This design comes from an exercise in tuning for small area and a short achievable clock period on the open sky130 flow, not from production work.
The RTL of this run was laid out without a check of its function.
Power is estimated from default activity; no workload was simulated.

### flow/config.mk
export PLATFORM = sky130hd
export DESIGN_NAME = cpu
export DESIGN_NICKNAME = cpu
export VERILOG_FILES = /design/flow/design.v
export SDC_FILE = /design/flow/constraint.sdc
export NUM_CORES = 4
export LEC_CHECK = 0
export CAP_MARGIN = 20
export CORE_MARGIN = 2
export CORE_UTILIZATION = 40
export PLACE_DENSITY = 0.6
export SLEW_MARGIN = 20
### flow/design.v
module cpu
(
  input wire clk,
  input wire res,
  output wire [31:0] a,
  input wire [17:0] din,
  output wire [17:0] dout,
  output wire wr
);
  localparam I_LL = 2'b00;
  localparam I_LH = 2'b01;
  localparam I_RI = 2'b10;
  localparam I_RR = 2'b11;
  localparam OP_LD    = 4'd0;
  localparam OP_ADD   = 4'd1;
  localparam OP_SUB   = 4'd2;
  localparam OP_AND   = 4'd3;
  localparam OP_OR    = 4'd4;
  localparam OP_XOR   = 4'd5;
  localparam OP_TST   = 4'd6;
  localparam OP_CP    = 4'd7;
  localparam OP_MUL   = 4'd8;
  localparam OP_DIV   = 4'd9;
  localparam OP_RD    = 4'd10;
  localparam OP_WR    = 4'd11;
  localparam OP_SH    = 4'd12;
  localparam OP_13    = 4'd13;
  localparam OP_14    = 4'd14;
  localparam OP_MISC  = 4'd15;
  localparam SH_RL  = 3'd0;
  localparam SH_RLC = 3'd1;
  localparam SH_SL0 = 3'd2;
  localparam SH_SL1 = 3'd3;
  localparam SH_RR  = 3'd4;
  localparam SH_RRC = 3'd5;
  localparam SH_SRU = 3'd6;
  localparam SH_SRS = 3'd7;
  localparam IM_SKIP = 8'b11111110;
  localparam IM_RSEL = 8'b11111111;
  reg [31:0] r[0:15];    
  reg c, z;
  reg [3:0] r_pfx;       
  wire [17:0] i = din;
  reg di_valid;
  wire [17:0] d = 18'b0;
  assign a = r[15];
  assign dout = d;
  assign wr = 1'b0;
  always @(posedge clk)
  begin
    if (res)
    begin
      r[15] <= 0;
      r_pfx <= 0;
      di_valid <= 0;
    end
    else
    begin
      di_valid <= 1'b1;
      r[15] <= r[15] + 32'b1;
      if (di_valid)
        case (i[17:16])
          I_LL:
          begin
            r[r_pfx][15:0] <= i[15:0];   
            r[r_pfx][31:16] <= 0;        
          end
          I_LH:
            r[r_pfx][31:16] <= i[15:0];  
          I_RI:
          begin
            r_pfx <= 0;    
            case (i[15:12])
              OP_LD   : r[i[11:8]] <= i[7:0];
              OP_ADD  : r[i[11:8]] <= r[i[11:8]] + i[7:0];
              OP_SUB  : r[i[11:8]] <= r[i[11:8]] - i[7:0];
              OP_AND  : r[i[11:8]] <= r[i[11:8]] & i[7:0];
              OP_OR   : r[i[11:8]] <= r[i[11:8]] | i[7:0];
              OP_XOR  : r[i[11:8]] <= r[i[11:8]] ^ i[7:0];
              OP_TST  : z <= ~|{r[i[11:8]][7:0] & i[7:0]};
              OP_SH:
                case (i[7:5])
                  SH_RL : begin r[i[11:8]] <= {r[i[11:8]][30:0], c}; c <= r[i[11:8]][31]; end
                  SH_RLC: begin r[i[11:8]] <= {r[i[11:8]][30:0], r[i[11:8]][31]}; c <= r[i[11:8]][31]; end
                  SH_SL0: begin r[i[11:8]] <= {r[i[11:8]][30:0], 1'b0}; c <= r[i[11:8]][31]; end
                  SH_SL1: begin r[i[11:8]] <= {r[i[11:8]][30:0], 1'b1}; c <= r[i[11:8]][31]; end
                  SH_RR : begin r[i[11:8]] <= {c, r[i[11:8]][31:1]}; c <= r[i[11:8]][0]; end
                  SH_RRC: begin r[i[11:8]] <= {r[i[11:8]][0], r[i[11:8]][31:1]}; c <= r[i[11:8]][0]; end
                  SH_SRU: begin r[i[11:8]] <= {1'b0, r[i[11:8]][31:1]}; c <= r[i[11:8]][0]; end
                  SH_SRS: begin r[i[11:8]] <= {r[i[11:8]][31], r[i[11:8]][31:1]}; c <= r[i[11:8]][0]; end
                endcase  
            endcase  
          end
          I_RR:
          begin
            r_pfx <= 0;    
            case (i[15:12])
              OP_LD   : r[i[11:8]] <= r[i[7:4]];
              OP_ADD  : r[i[11:8]] <= r[i[7:4]] + r[i[3:0]];
              OP_SUB  : r[i[11:8]] <= r[i[7:4]] - r[i[3:0]];
              OP_AND  : r[i[11:8]] <= r[i[7:4]] & r[i[3:0]];
              OP_OR   : r[i[11:8]] <= r[i[7:4]] | r[i[3:0]];
              OP_XOR  : r[i[11:8]] <= r[i[7:4]] ^ r[i[3:0]];
              OP_TST  : z <= ~|{r[i[7:4]] & r[i[3:0]]};
              OP_SH:
                case (i[7:5])
                  SH_RL : begin r[i[11:8]] <= {r[i[7:4]][30:0], c}; c <= r[i[7:4]][31]; end
                  SH_RLC: begin r[i[11:8]] <= {r[i[7:4]][30:0], r[i[7:4]][31]}; c <= r[i[7:4]][31]; end
                  SH_SL0: begin r[i[11:8]] <= {r[i[7:4]][30:0], 1'b0}; c <= r[i[7:4]][31]; end
                  SH_SL1: begin r[i[11:8]] <= {r[i[7:4]][30:0], 1'b1}; c <= r[i[7:4]][31]; end
                  SH_RR : begin r[i[11:8]] <= {c, r[i[7:4]][31:1]}; c <= r[i[7:4]][0]; end
                  SH_RRC: begin r[i[11:8]] <= {r[i[7:4]][0], r[i[7:4]][31:1]}; c <= r[i[7:4]][0]; end
                  SH_SRU: begin r[i[11:8]] <= {1'b0, r[i[7:4]][31:1]}; c <= r[i[7:4]][0]; end
                  SH_SRS: begin r[i[11:8]] <= {r[i[7:4]][31], r[i[7:4]][31:1]}; c <= r[i[7:4]][0]; end
                endcase   
              OP_MISC:
                case (i[11:4])
                  IM_RSEL:
                    r_pfx <= i[3:0];   
                  IM_SKIP:
                    ;
                endcase  
            endcase   
          end
        endcase   
    end
  end
endmodule
### flow/constraint.sdc
create_clock -name core_clock -period 10.0 [get_ports {clk}]
set_input_delay 2.0000 -clock core_clock [delete_from_list [all_inputs] [get_ports {clk}]]
set_output_delay 2.0000 -clock core_clock [all_outputs]
set_load 0.01 [all_outputs]
### flow/run.sh
#!/bin/bash
# synth_recipe.tcl (not shown) runs the flow's synth.tcl, then flattens the netlist and writes it again
# the make line also repeats each setting of config.mk as NAME=value (left out here)
make -C /OpenROAD-flow-scripts/flow DESIGN_CONFIG=/design/flow/config.mk WORK_HOME=/design/flow/orfs CLKGATE_MAP_FILE= SYNTH_SCRIPT=/design/flow/synth_recipe.tcl finish
==> impl_metrics.toml <==
[global_routing]
grt_max_degree = 84
antenna_found_initial = 3
grt_pass1_vias = 28961
grt_pass1_wl_um = 203000
grt.total_usage_pct = 28.0
overflow = 0

[placed_design]
place_area_sq_um = 40000
io_buffers = 51
dpl.hpwl_um = 95800
place_congestion = 1.01

[power_and_ir_drop]
p_per_area_nw_per_um2 = 140
peakVddDrop_mv = 0.130
p_leak_uw = 0.0143

[logic_synthesis]
synth_top_family_by_area = "multiplexers"
yosys_warnings = 1
avgSynthCellArea_sq_um = 12.3
synthCells = 3085
synthTopCellsByCount = "edfxtp_1 (481), mux4_2 (408), nand2_1 (230)"
synth_edf_count = 481
synth_area_sq_um = 38000
ys_seq_area_share_pct = 39.9
synth-simple-area-share_pct = 8.93
yosys.cell_count.top_type = "edfxtp_1"
synth_top_area_cell = "edfxtp_1"
yosysUniqueCellTypes = 92
synthTopCellsByArea = "edfxtp_1 (38%), mux4_2 (24%), ha_1 (4.0%)"
synth_top_area_share_pct = 38.0
synthAdderAreaFrac_pct = 4.14
ys.flop_type = "edfxtp_1"
muxShareOfSynthArea_pct = 26.2
synthXorXnorAreaFrac_pct = 1.82
synth_seq_cells = 518
ys_async_sr_fraction_pct = 0
synth_compound_area_share_pct = 14.3

[layout]
fill_cells = 8644
nets = 3214
drive_above_1_share_pct = 23.0
synthToLayoutAreaGrowth_pct = 10.0
final_area_sq_um = 41800

[critical_path]
crit_family = "buffers and inverters"
path_buf_inv = 5
crit_slowest_cell = "buf_4"
path_max_fanout = 78
worstPathRequired_ns = 10.52
cp-start-kind = "primary input"
arrival_ns = 8.25
worstSetupPathType = "primary input to flip-flop"
crit_chain = "buf_8 > buf_4 > mux4_2 > mux4_2 > inv_1 > ha_1 > nor3_1 > nand2b_1 > nor2_1 > inv_1 > a211oi_1 > nor3_1 > o41ai_1 > mux2_2 > a21oi_1 > a32oi_1 > buf_2 > a22o_1"
critPathMaxStageDelay_ns = 0.68
cp-end-kind = "flip-flop"

[detailed_routing]
final_antenna_net_count = 0
post_drt_wl_per_cell_um = 31.9
drtIter0Drc = 4303
num_vias = 30139
post_drt_via_cell_ratio = 6.88
wirelength_um = 140000
drc = 0
dr.pass1.iters = 7

[timing]
setup_viol = 0
tightest_slew_ns = 1.09
grt_setup_unrepaired = "no"
relSlewSlack_pct = 27.1
period_share_pct = 77.3
finalHoldViolCount = 0
fin_tns_setup_ns = 0
period_needed_ns = 7.73
drv_slew = 0
clock_skew_ns = 0.0212
max_freq_ghz = 0.129

[floorplanning]
dieArea_sq_um = 97500
fp.dieH_um = 312
std_cell_rows = 113
core_area_sq_um = 94600
die_w_um = 312
ioPinCount = 71
initial_core_util_pct = 40.2

[clocking]
clock_sinks = 518
cts_resized = 0
cts_tree = "built"
cts.clk_slew.worst_paths_ns = 0.06
clkLatencyLatePin_ns = 0.64
root_buffer = "clkbuf_16"
post_cts_buffers = 0
cts_max_level = 2
clockBufferDepth = 3
cts_buffers = 55
hold_buffers = 0

[flow_run]
cap_violations = 0

[outcome]
status = "timing/DRC/antenna clean"

[hold_path]
hp-class = "flip-flop to flip-flop"
[through the flow]
step	setup slack (ns)	hold slack (ns)	power, uW	cells	util, %
2_1_floorplan	2.62	0.540	3370	3103	-
3_3_place_gp	1.59	0.583	3730	4276	42.2
3_5_place_dp	1.54	0.593	3720	4277	42.2
4_1_cts	2.18	0.608	5840	4379	44.2
5_1_grt	1.98	0.651	6030	4380	44.2
6_report	2.27	0.616	5850	4381	44.2
[logic make-up (layout without fill, tap and decap cells)]
kind of cell | after synthesis | after routing
muxes | 484 | 484
AOI/OAI and AO/OA | 768 | 768
xor gates and xnor gates | 79 | 79
DFF | 518 | 518
and+or+nand+nor | 716 | 716
buffers and inverters | 395 | 407
adders and majority gates | 124 | 124
other | 1 | 20
[per-layer routing]
| metal | track usage [%] | part of all wire [%] |
|---|---|---|
| met1 | 38.6 | 39 |
| met2 | 43.8 | 46 |
| met3 | 5.04 | 11 |
| met4 | 11.6 | 4.6 |
| met5 | 0 | 0.015 |
[where the power goes]
group	switching [uW]	leakage (uW)	internal (uW)	total, uW
Combinational	817	0.00874	477	1290
Sequential	9.17	0.00467	2410	2420
Clock	875	0.000902	1260	2130
[path summary, 6_finish.rpt]
kind | start | end | slack, ns | depth (start not counted)
max reg2reg | r[15][0] | r[2][30] | 4.05 | 16
min reg2reg | r_pfx[0] | r_pfx[0] | 0.62 | 2
max | din[5] | r[15][31] | 2.27 | 18
min | r_pfx[0] | r_pfx[0] | 0.62 | 2
[cell type report]
type / count / area, sq um / share of cell area (%)
antenna: 1 / 2.50 / 0.00598
clock buffer: 71 / 1500 / 3.58
clock inverter: 31 / 357 / 0.853
inverter: 138 / 519 / 1.24
multi-input combinational: 2190 / 21300 / 50.9
sequential: 518 / 15200 / 36.3
tap: 1265 / 1580 / 3.78
timing repair buffer: 167 / 1390 / 3.33
[worst min-delay path: cells and delay by family (launching register included)]
family / cells / cell delay (ns)
flip-flops: 1 / 0.35
AND/OR/NAND/NOR: 1 / 0.05
AO/OA/AOI/OAI: 1 / 0.17
[layout by cell type (no fill, tap or decap), types with 22 or more instances in the layout]
cell type,n
a221o_1,25
o22ai_1,24
nand2_1,230
nor2_1,177
o21ai_0,128
a211oi_1,33
o211ai_1,29
mux4_2,408
o221ai_1,24
nor2_2,36
a21o_1,41
edfxtp_1,481
nand3_1,52
buf_4,115
and3_1,29
xor2_1,28
a221oi_1,53
or3_1,22
mux2i_1,67
inv_1,133
ha_1,121
a22oi_1,46
nor3_1,50
clkdlybuf4s50_1,39
xnor2_1,51
dfxtp_1,37
a21oi_1,153
clkbuf_16,57
[state kept, by name, indices dropped and copies added (netlist names)]
signal / cells
r_pfx: 4
di_valid: 1
c: 1
r: 512

## what the ideal ports hide
No port has a modelled driver above. Below, the same layout with a new extraction and two added sets of constraints. Step 1 (the two cells are an assumption about what drives the block):
set clk [get_ports {clk}]
set_driving_cell -lib_cell sky130_fd_sc_hd__clkbuf_16 $clk
set_driving_cell -lib_cell sky130_fd_sc_hd__buf_2 [delete_from_list [all_inputs] $clk]
Step 2 also shifts input and output timing later by t, the mid clock arrival at the registers, as if the neighbouring blocks saw the same clock. Slacks: no drivers / after step 1 / after step 2; pairs: no drivers / after step 1.
t (ns): 0.682
setup WS [ns]: 2.273 / 2.270 / 1.587
hold WS [ns]: 0.616 / 0.616 / 0.616
worst setup path after step 2: input to register
worst register clock-pin slew, ns: 0.06 / 0.06
After both steps setup and hold are still met in this run. The setup slack of this run moves by -0.003 ns with the drivers and by -0.686 ns with both steps.
